Context: an optimization exercise on an open-source flow, tuned for small area, a short achievable clock period and few clock cycles per item. The choices shown serve that exercise and are no tape-out recipe.
Function was checked by simulation only, so behaviour that the tests miss may differ from the original.

==> design.v <==
module DEC(a, d);
    parameter DATAWIDTH = 8;
    input  [DATAWIDTH-1:0] a;
    output [DATAWIDTH-1:0] d;
    wire [DATAWIDTH:0] bw;
    assign bw[0] = 1'b1;
    genvar i;
    generate
        for (i = 0; i < DATAWIDTH; i = i + 1) begin : b
            assign d[i] = a[i] ^ bw[i];
            assign bw[i+1] = bw[i] & ~a[i];
        end
    endgenerate
endmodule
module INC(a, d);
    parameter DATAWIDTH = 8;
    input  [DATAWIDTH-1:0] a;
    output [DATAWIDTH-1:0] d;
    wire [DATAWIDTH:0] cy;
    assign cy[0] = 1'b1;
    genvar i;
    generate
        for (i = 0; i < DATAWIDTH; i = i + 1) begin : b
            assign d[i] = a[i] ^ cy[i];
            assign cy[i+1] = cy[i] & a[i];
        end
    endgenerate
endmodule
module MOD(NR, C, first, cnt, nrk, idx);
    parameter K = 8;
    localparam NG = (64 + K - 1) / K;
    localparam DW = 64 + K - 1;
    localparam SB = (NG > 32) ? 6 : (NG > 16) ? 5 : (NG > 8) ? 4 : (NG > 4) ? 3 : 2;
    input  [63:0]     NR;
    input  [63:0]     C;
    input             first;
    input  [5:0]      cnt;
    output reg [63:0] nrk;
    output reg [5:0]  idx;
    function [5:0] lzg;
        input [63:0] x;
        integer i;
        reg [K*NG-1:0] xe;
        begin
            xe = {x, {(K*NG-64){1'b0}}};
            lzg = NG - 1;
            for (i = NG - 1; i >= 0; i = i - 1)
                if (|xe[K*NG-1-K*i -: K]) lzg = i;
        end
    endfunction
    localparam B = 2, NB = 64 / B, LB = 5;
    function [64:0] add;
        input [63:0] a, b;
        input        ci;
        reg [63:0] p, g;
        reg [NB-1:0] bg, bp;
        reg [64:0] cy;
        reg gt;
        integer l, j, k;
        begin
            p = a ^ b;
            g = a & b;
            for (j = 0; j < NB; j = j + 1) begin
                gt = g[B*j];
                for (k = 1; k < B; k = k + 1)
                    gt = g[B*j+k] | (p[B*j+k] & gt);
                bg[j] = gt;
                bp[j] = &p[B*j +: B];
            end
            bg[0] = bg[0] | (bp[0] & ci);
            for (l = 0; l < LB; l = l + 1)
                for (j = (2 << l) - 1; j < NB; j = j + (2 << l)) begin
                    bg[j] = bg[j] | (bp[j] & bg[j - (1 << l)]);
                    bp[j] = bp[j] & bp[j - (1 << l)];
                end
            for (l = LB - 2; l >= 0; l = l - 1)
                for (j = (3 << l) - 1; j < NB; j = j + (2 << l)) begin
                    bg[j] = bg[j] | (bp[j] & bg[j - (1 << l)]);
                    bp[j] = bp[j] & bp[j - (1 << l)];
                end
            cy[0] = ci;
            for (j = 0; j < NB; j = j + 1) begin
                for (k = 0; k < B - 1; k = k + 1)
                    cy[B*j+k+1] = g[B*j+k] | (p[B*j+k] & cy[B*j+k]);
                cy[B*j+B] = bg[j];
            end
            add = {cy[64], p ^ cy[63:0]};
        end
    endfunction
    reg [6:0]    gw;
    reg [DW-1:0] dsh;
    reg [64:0]   t;
    reg [DW-1:0] dv;
    reg [63:0]   x;
    integer i;
    always @* begin
        gw  = {1'b0, lzg(C)} - {1'b0, lzg(~NR)};
        idx = first ? (gw[6] ? 6'd0 : gw[5:0]) : cnt;
        dsh = {C, {(K-1){1'b0}}};
        for (i = 0; i < SB; i = i + 1)
            if (idx[i]) dsh = dsh << (K << i);
        x = NR;
        for (i = 0; i < K; i = i + 1) begin
            dv = dsh >> i;
            if (i % 2 == 0) begin
                t = add(x, dv[63:0], 1'b0);
                x = (!t[64] && (dv >> 64) == 0) ? ~t[63:0] : ~x;
            end else begin
                t = add(x, ~dv[63:0], 1'b1);
                x = (t[64] && (dv >> 64) == 0) ? ~t[63:0] : ~x;
            end
        end
        nrk = (K % 2 == 0) ? x : ~x;
    end
endmodule
`timescale 1ns / 1ps
module COMP(a, b, gt, lt, eq);
    parameter DATAWIDTH = 2;
    input [DATAWIDTH-1:0] a, b;
    output reg gt, lt, eq;
    always @ (a, b) begin
        gt <= 0; lt <= 0; eq <= 0;
        if(a > b)
            gt <= 1;
        else if(a < b) 
            lt <= 1;
        else 
            eq <= 1;
    end
endmodule
`timescale 1ns / 1ps
module MUX2x1(a, b, sel, d);
    parameter DATAWIDTH = 2;
    input [DATAWIDTH-1:0] a, b;
    input sel;
    output reg [DATAWIDTH-1:0] d;
    always @ (a, b, sel) begin
        if(~sel)
            d <= a;
        else
            d <= b;
    end
endmodule
`timescale 1ns / 1ps
module REG(d, clk, rst, q);
    parameter DATAWIDTH = 16;
    input [DATAWIDTH-1:0] d;
    input clk, rst;
    output reg [DATAWIDTH-1:0] q;
    always @(posedge clk) begin
        if(rst)
            q <= 0;
        else 
            q <= d;
    end
endmodule
module circuit8(a, b, c, zero, clk, rst, start, z, done);
    input [63:0] a, b, c, zero;
    input clk, rst;
    input start;
    output [63:0] z;
    output done;
    localparam K  = 8;                 
    reg         busy, first, done_r;
    reg  [5:0]  cnt;                   
    reg  [63:0] Zr;                    
    reg  [63:0] NR;                    
    reg  [63:0] ZR;                    
    reg  [63:0] C;                     
    wire [63:0] nrk;
    wire [5:0]  idx;
    MOD #(.K(K)) steps (.NR(NR), .C(C), .first(first), .cnt(cnt), .nrk(nrk), .idx(idx));
    wire fin = (idx == 6'd0);
    wire eq = (nrk == ~ZR);
    wire [63:0] am1, cp1;
    DEC #(.DATAWIDTH(64)) dec0 (.a(Zr), .d(am1));
    INC #(.DATAWIDTH(64)) inc0 (.a(C), .d(cp1));
    wire [63:0] res = eq ? am1 : cp1;
    always @(posedge clk) begin
        if (!busy) begin
            Zr <= a;
            NR <= ~a;
            C  <= c;
            ZR <= zero;
        end else begin
            NR <= nrk;
            if (fin) Zr <= res;
        end
    end
    always @(posedge clk) begin
        if (rst) begin
            busy <= 1'b0;
            done_r <= 1'b0;
            first <= 1'b0;
            cnt <= 6'd0;
        end else if (start) begin
            busy <= 1'b1;
            done_r <= 1'b0;
            first <= 1'b1;
            cnt <= 6'd0;
        end else begin
            first <= 1'b0;
            cnt <= idx - 6'd1;
            done_r <= busy & fin;
            if (fin) busy <= 1'b0;
        end
    end
    assign z = Zr;
    assign done = done_r;
endmodule
==> flow/run.sh <==
#!/bin/bash
# Standard layout, with the port buffers made of sky130_fd_sc_hd__buf_1
# instead of the delay buffer the placer would pick.
set -e
cp standard.sh standard_sh.log
export BUFFER_PORTS_ARGS="-buffer_cell sky130_fd_sc_hd__buf_1"
bash standard.sh > standard.log 2>&1
==> standard.sh <==
#!/bin/bash
# synth_recipe.tcl (not shown) runs the flow's synth.tcl, then flattens the netlist and writes it again
# the make line also repeats each setting of config.mk as NAME=value (left out here)
make -C /OpenROAD-flow-scripts/flow DESIGN_CONFIG=/design/flow/config.mk WORK_HOME=/design/flow/orfs CLKGATE_MAP_FILE= SYNTH_SCRIPT=/design/flow/synth_recipe.tcl "${@:-finish}"
==> config.mk <==
export PLATFORM = sky130hd
export DESIGN_NAME = circuit8
export DESIGN_NICKNAME = circuit8
export VERILOG_FILES = /design/flow/design.v
export SDC_FILE = /design/flow/constraint.sdc
export NUM_CORES = 4
export LEC_CHECK = 0
export CAP_MARGIN = 20
export CORE_MARGIN = 2
export CORE_UTILIZATION = 65
export CTS_CLUSTER_DIAMETER = 80
export CTS_CLUSTER_SIZE = 20
export SETUP_SLACK_MARGIN = 5
export SLEW_MARGIN = 20
==> constraint.sdc <==
create_clock -name core_clock -period 250.0 [get_ports {clk}]
set_input_delay 50.0000 -clock core_clock [delete_from_list [all_inputs] [get_ports {clk}]]
set_output_delay 50.0000 -clock core_clock [all_outputs]
set_load 0.01 [all_outputs]
==> results.ini <==
[layout]
area_growth_pct=5.91
final_common_cell=sky130_fd_sc_hd__ha_1
drive_above_1_share=0.0381
nNetsFinal=6148
num-fill-cells=5258
postLayoutCoreUtil=0.697
fin_cells=5909
mostFrequentLayoutCells=612 x sky130_fd_sc_hd__ha_1, 433 x sky130_fd_sc_hd__a21oi_1, 405 x sky130_fd_sc_hd__nand2_1

[synthesis]
synth-main-ff-cell=sky130_fd_sc_hd__edfxtp_1
seq_area_frac_synth=0.174
ys_seq_elements=265
async_reset_ff_frac=0
post_synth_num_cell_types=107
synthCells=4880
postSynthAreaPerCell_um2=8.51
yosys.area.top_type_share=0.184
synth_warnings=2
post_synth_edffs=192
synth_area_leaders=sky130_fd_sc_hd__ha_1 18%, sky130_fd_sc_hd__edfxtp_1 14%, sky130_fd_sc_hd__fa_1 11%
syn-cell-area_um2=41500
netlist.top_cell.by_area=sky130_fd_sc_hd__ha_1

[placed_design]
dpl.cell_count=5875
detailedPlacementHpwl_um=126000
buffers_added_on_ports=259
dpl_worst_slack_ns=199.12
routabilityCongestion=1.05

[job]
timing.max_cap.violations=0

[hold_path]
worstHoldEndpoint=cnt[4]
timing.hold.worst_path_depth=3
worstHoldStart=cnt[4]
worst_hold_path_type=reg2reg

[sta]
tightestPinTransition_ns=1.20
finalCritPeriodShare=0.205
worst_slack_ns=198.85
period_needed_ns=51.15
hold_slack_final_ns=0.591
hold_viol=0
skew_ns=0.0233
clock.fmax_mhz=19.5
grt_setup_unrepaired=false
timing.final.max_slew_violations=0
setup_total_negative_slack_ns=0
finalSetupViolCount=0
worst_slew_margin_rel=0.175

[clock_tree]
cts-resized-gates=0
cts_hold_buffers=0
numClockSinks=265
cts_buffer_depth=3
cts_buffers=17
clkSlewWorstSetupHoldPaths_ns=0.10
clk-insertion-delay-late_ns=0.54
tritoncts=done
ctsRootBufferMaster=sky130_fd_sc_hd__clkbuf_16
htree_num_levels=1
postCtsSetupBuffers=0

[outcome]
outcome=complete, no violations

[global_routing]
antenna_violations_before_repair=2
groute.layer.met3.usage=0.0871
pin_count_of_the_biggest_net_entering_global_routing=183
use_met2=0.639
busiest_layer=met1
grt_pass1_wl_um=224000
grt_pass1_vias=36741
grt_use_met1=0.644
overflow=0
grt.total_usage=0.448

[setup_path]
worst-r2r-setup-slack_ns=205.34
cp.buffers_inverters=1
slowest_delay_ns=0.46
cp-start-kind=register
r2r-end=Zr[0]
critical-path-slowest-cell=sky130_fd_sc_hd__edfxtp_1
crit_end_category=primary output
timing.rr.start=NR[14]
crit_cells=1
cp.required_ns=200.00
path_delay_family=flip-flops
worstPathCellList=buf_1
reg2regPathDepth=146
arrival_ns=1.15
cp_max_fo=2
critPathKind=reg2out

[drt]
drc_errors=0
drt_first_iter_violations=5417
vias=39698
routed_wire_length_um=152000
via_per_inst=6.72
drt-pass1-iter-count=6
routedWlPerCell_um=25.7
ant_nets=0

[floorplan]
num_rows=92
placeable_area_um2=63100
die-height_um=257
design.die.area_um2=65900
ios=324
chipWidth_um=257
initial_utilization=0.658

==> stage by stage <==
stage	instance area, µm²
2_1_floorplan	41500
3_3_place_gp	43400
3_5_place_dp	43400
4_1_cts	43900
5_1_grt	44000
6_report	44000
==> cell usage after synthesis (all sizes together) (8+ instances only) <==
cell,n
o21a,36
nand2b,46
inv,382
nor4,30
a21oi,438
buf,59
o221ai,9
dfxtp,73
o211ai,21
o21ai,350
o31ai,9
xnor2,164
o22ai,14
a21boi,16
a21o,267
nor2b,36
clkbuf,126
or3,72
xor2,164
nor2,343
and4,17
maj3,8
a211oi,25
or2,15
mux2i,189
ha,612
nand4,113
nand3,70
and3,14
or4,11
nor3,38
a211o,10
a221oi,11
edfxtp,192
a31oi,81
a2111oi,8
and2,22
nand2,408
o21bai,45
mux2,21
a31o,21
fa,227
==> layer usage <==
layer	routed length, µm	vias up
met1	61900	18896
li1	-	17901
met2	61100	2508
met5	13	-
met3	19600	391
met4	9030	2
==> cell type report <==
| class | count | area [µm²] | area share |
|---|---|---|---|
| Multi-Input combinational cell | 4052 | 32200 | 0.732 |
| Sequential cell | 265 | 7230 | 0.164 |
| Timing Repair Buffer | 331 | 1540 | 0.0351 |
| Inverter | 383 | 1440 | 0.0328 |
| Tap cell | 846 | 1060 | 0.0241 |
| Clock buffer | 28 | 488 | 0.0111 |
| Clock inverter | 2 | 25.0 | 0.000569 |
| Antenna cell | 2 | 5.00 | 0.000114 |
==> logic make-up after synthesis <==
logic type,Yosys count,synth area share
mux,210,0.0513
buf+inv,568,0.0537
fa+ha+maj,847,0.296
flops,265,0.174
xor+xnor,328,0.0694
compound gates,1414,0.213
other cells,1,0.0000903
simple gates,1247,0.143
==> worst max path at each step <==
stage,start,end,slack [ns]
after floorplan,start,done_r,199.39
after CTS,Zr[22],z[22],198.85
final,Zr[0],z[0],198.85
after detailed placement,a[37],Zr[37],199.12
after global placement,a[37],Zr[37],199.13
after global routing,Zr[22],z[22],198.83
==> state kept, by name (all words and copies together) (netlist names) <==
register and cells:
C 64, NR 64, ZR 64, Zr 64, cnt 6, busy 1
done_r 1, first 1
Testbench counts, summed over its fixed seeds: cycles 51,579, items 12,000.

## re-timing with driven ports
The results above use ideal ports. As a check the final layout listed here was re-extracted and re-timed, cells and wires unchanged.
Step 1 (the two cells are an assumption about what drives the block):
set clk [get_ports {clk}]
set_driving_cell -lib_cell sky130_fd_sc_hd__clkbuf_16 $clk
set_driving_cell -lib_cell sky130_fd_sc_hd__buf_2 [delete_from_list [all_inputs] $clk]
Step 2 adds t to the input delays and takes it off the output delays; t is the mean of the earliest and latest rising clock arrival at the registers after step 1. Input paths then give back, and output paths get back, about the clock's delay inside the block.
Three values: ideal, step 1, step 2; two values: the first two.
shift t [ns]: 0.579
slack for setup (ns): 198.848 / 198.793 / 199.072
worst register clock-pin slew, ns: 0.10 / 0.10
pins driven straight from the clock port: 1
After both steps this run still meets setup and hold. For this run, drivers alone change the setup slack by -0.055 ns; drivers and shift together by +0.224 ns.
